Context: an optimization exercise on an open-source flow, tuned for small area, a short achievable clock period and few clock cycles. The choices shown serve that exercise and are no tape-out recipe. Only simulation tests tie the RTL to the original design; equivalence was not proved.

Setup of exp/raven:
==> flow/design.v (excerpt) <==
module draw_subsystem(
    input               clk,
    input               rst_,
    input  [51:0]       line_op,
    input               line_rts,
    output              line_rtr,
    input  [41:0]       circle_op,
    input               circle_rts,
    output              circle_rtr,
    output [16:0]       mem_addr,
    output [3:0]        mem_wben,
    output [31:0]       mem_wdata,
    input  [31:0]       mem_rdata,
    output              idle
    );
Size in the first run: about 2000 cells after synthesis.
Settings: LEC_CHECK=0, CAP_MARGIN=20, CORE_MARGIN=2, CORE_UTILIZATION=40, CTS_CLUSTER_DIAMETER=100, CTS_CLUSTER_SIZE=20, SLEW_MARGIN=20; clock period 10.0 ns.
standard.sh (not shown) runs the stock make flow with config.mk's settings and CLKGATE_MAP_FILE= SYNTH_SCRIPT=/design/flow/synth_recipe.tcl, a recipe that flattens the netlist after the stock synthesis.
==> flow/flow/run.sh <==
#!/bin/bash
# The standard layout (standard.sh) with two repair settings changed:
#  - the port buffers are sky130_fd_sc_hd__buf_1 (buffer_ports picks
#    clkdlybuf4s50_1 by default, a slow delay cell);
set -euo pipefail
sed "s|CLKGATE_MAP_FILE= |CLKGATE_MAP_FILE= SETUP_SLACK_MARGIN=6.8 'BUFFER_PORTS_ARGS=-buffer_cell sky130_fd_sc_hd__buf_1' |" standard.sh > standard_tuned.sh
bash standard_tuned.sh > flow.log 2>&1
Looking at the reports, exp/raven completed the entire flow and the layout it produced met the timing, design-rule and antenna checks.
Testbench counts of exp/raven, summed over its fixed seeds: cycles 95,149.
Inputs modified between exp/raven and exp/onyx:
Settings: swapping 40 for 55 in CORE_UTILIZATION.
## What came out
Compared with exp/raven, exp/onyx ends up with less cell area.
Diff exp/raven -> exp/onyx: weighted congestion at the end of routability-driven global placement +0.062.
Die area (exp/onyx over exp/raven): decrease, 0.014 mm^2
Changes observed in exp/onyx relative to exp/raven: final critical path time including I/O delays and setup went down; cell area reported after detailed placement went down; sequential share of layout area went up; utilization went up.
> inputs changed (exp/onyx -> exp/harbor)
Settings: CORE_UTILIZATION: 55 -> 40.
==> flow/flow/run.sh <==
#!/bin/bash
# The standard layout (standard.sh) with two repair settings changed:
#  - the port buffers are sky130_fd_sc_hd__buf_2 (buffer_ports picks
#    clkdlybuf4s50_1 by default, a slow delay cell);
set -euo pipefail
sed "s|CLKGATE_MAP_FILE= |CLKGATE_MAP_FILE= SETUP_SLACK_MARGIN=6.8 'BUFFER_PORTS_ARGS=-buffer_cell sky130_fd_sc_hd__buf_2' |" standard.sh > standard_tuned.sh
bash standard_tuned.sh > flow.log 2>&1
--- outcome ---
Compared with exp/onyx, exp/harbor shows a higher final area.
Wire length of the first global-routing pass in exp/harbor is about 1.9% higher than in exp/onyx
Of exp/onyx and exp/harbor, the run reporting the lower global-route track usage on met3 was exp/harbor.
[exp/harbor] sequential share of layout area fell 0.86 points relative to exp/onyx

========
== job 8757 ==
draw_subsystem, a different RTL version from the one above (not shown whole).
Size: ~1500 cells after synthesis, ~16000 um^2 of cells after synthesis.
Design draw_subsystem, start of the top module:
module draw_subsystem(
    input               clk,
    input               rst_,
    input  [51:0]       line_op,
    input               line_rts,
    output              line_rtr,
    input  [41:0]       circle_op,
    input               circle_rts,
    output              circle_rtr,
    output [16:0]       mem_addr,
    output [3:0]        mem_wben,
    output [31:0]       mem_wdata,
    input  [31:0]       mem_rdata,
    output              idle
    );
==> flow/config.mk <==
export PLATFORM = sky130hd
export DESIGN_NAME = draw_subsystem
export DESIGN_NICKNAME = draw_subsystem
export VERILOG_FILES = /design/flow/design.v
export SDC_FILE = /design/flow/constraint.sdc
export NUM_CORES = 4
export LEC_CHECK = 0
export CAP_MARGIN = 20
export CORE_MARGIN = 2
export CORE_UTILIZATION = 40
export CTS_CLUSTER_DIAMETER = 100
export CTS_CLUSTER_SIZE = 20
export SLEW_MARGIN = 20
==> flow/constraint.sdc <==
create_clock -name core_clock -period 10.0 [get_ports {clk}]
set_input_delay 2.0000 -clock core_clock [delete_from_list [all_inputs] [get_ports {clk}]]
set_output_delay 2.0000 -clock core_clock [all_outputs]
set_load 0.01 [all_outputs]
==> flow/flow/run.sh <==
#!/bin/bash
# The standard layout (standard.sh) with two repair settings changed:
#  - the port buffers are sky130_fd_sc_hd__buf_1 (buffer_ports picks
#    clkdlybuf4s50_1 by default, a slow delay cell);
set -euo pipefail
sed "s|CLKGATE_MAP_FILE= |CLKGATE_MAP_FILE= SETUP_SLACK_MARGIN=6.6 'BUFFER_PORTS_ARGS=-buffer_cell sky130_fd_sc_hd__buf_1' |" standard.sh > standard_tuned.sh
bash standard_tuned.sh > flow.log 2>&1
Every stage of the flow completed for job 8757, and the final layout passed the timing, design-rule and antenna checks.
Testbench counts of job 8757, summed over its fixed seeds: cycles 94,780.
Setup changes, job 8757 to job 6867
==> flow/flow/run.sh <==
#!/bin/bash
# The standard layout (standard.sh) with two repair settings changed:
#  - the port buffers are sky130_fd_sc_hd__buf_1 (buffer_ports picks
#    clkdlybuf4s50_1 by default, a slow delay cell);
set -euo pipefail
sed "s|CLKGATE_MAP_FILE= |CLKGATE_MAP_FILE= SETUP_SLACK_MARGIN=7 'BUFFER_PORTS_ARGS=-buffer_cell sky130_fd_sc_hd__buf_1' |" standard.sh > standard_tuned.sh
bash standard_tuned.sh > flow.log 2>&1
Results
Run comparison: job 6867 destination of the critical timing path line_rtr; job 8757 destination of the critical timing path cd.cx[6]$_DFFE_PP_
The run with more routed wire is job 6867, not job 8757.
Per the comparison of job 6867 with job 8757, path length in cells of the critical path now sits lower, placed cell area now sits at about the same level, post-route cell area now sits higher, total of plain and repair buffers excluding clock buffers now sits higher.
The following lists how job 4987 was set up differently from job 6867:
==> flow/flow/run.sh <==
#!/bin/bash
# The standard layout (standard.sh) with two repair settings changed:
#  - the port buffers are sky130_fd_sc_hd__buf_1 (buffer_ports picks
#    clkdlybuf4s50_1 by default, a slow delay cell);
set -euo pipefail
sed "s|CLKGATE_MAP_FILE= |CLKGATE_MAP_FILE= SETUP_SLACK_MARGIN=6.8 'BUFFER_PORTS_ARGS=-buffer_cell sky130_fd_sc_hd__buf_1' |" standard.sh > standard_tuned.sh
bash standard_tuned.sh > flow.log 2>&1
==> comparison <==
- From job 4987 to job 6867, vertical die dimension did not move at all.
- Job 6867 -> job 4987: wire length on met1 decreased slightly
- Delta (job 4987 minus job 6867): filler-free cell count of the finished design went down 1.7%, register cell area after layout went down 35 um^2, worst path setup slack after routing went down 0.084 ns, final area went down 4.3%, sequential share of cell area went up 1.5 points.
- Re routed wire length: job 6867 was higher than job 4987.

[re-timing with driven ports]
No port has a modelled driver above. Below, the same layouts with a new extraction and two added sets of constraints.
Step 1 sets driving cells, clkbuf_16 on the clock port and buf_2 on the other inputs (assumed; they add their load-dependent delay and slew).
Step 2 also shifts input and output timing later by t, the mid clock arrival at the registers, as if the neighbouring blocks saw the same clock.
Three values: ideal, step 1, step 2; two values: the first two.
| run | t, ns | setup slack, ns | worst setup path at the end | worst register clock-pin slew, ns | cell pins on the clock port's net |
|---|---|---|---|---|---|
| exp/raven | 0.591 | 6.843 / 6.786 / 6.309 | input to register | 0.10 / 0.10 | 1 |
| exp/onyx | 0.573 | 6.847 / 6.795 / 6.401 | input to register | 0.09 / 0.09 | 1 |
| exp/harbor | 0.592 | 6.852 / 6.795 / 6.386 | input to register | 0.10 / 0.10 | 1 |
| job 8757 | 0.570 | 6.696 / 6.685 / 6.229 | input to register | 0.09 / 0.09 | 1 |
| job 6867 | 0.574 | 6.909 / 6.856 / 6.604 | input to register | 0.09 / 0.09 | 1 |
| job 4987 | 0.569 | 6.826 / 6.806 / 6.431 | input to register | 0.09 / 0.09 | 1 |
After both steps every run listed still meets setup and hold. For exp/raven, which loses most, drivers alone change the setup slack by -0.057 ns; drivers and shift together by -0.534 ns.
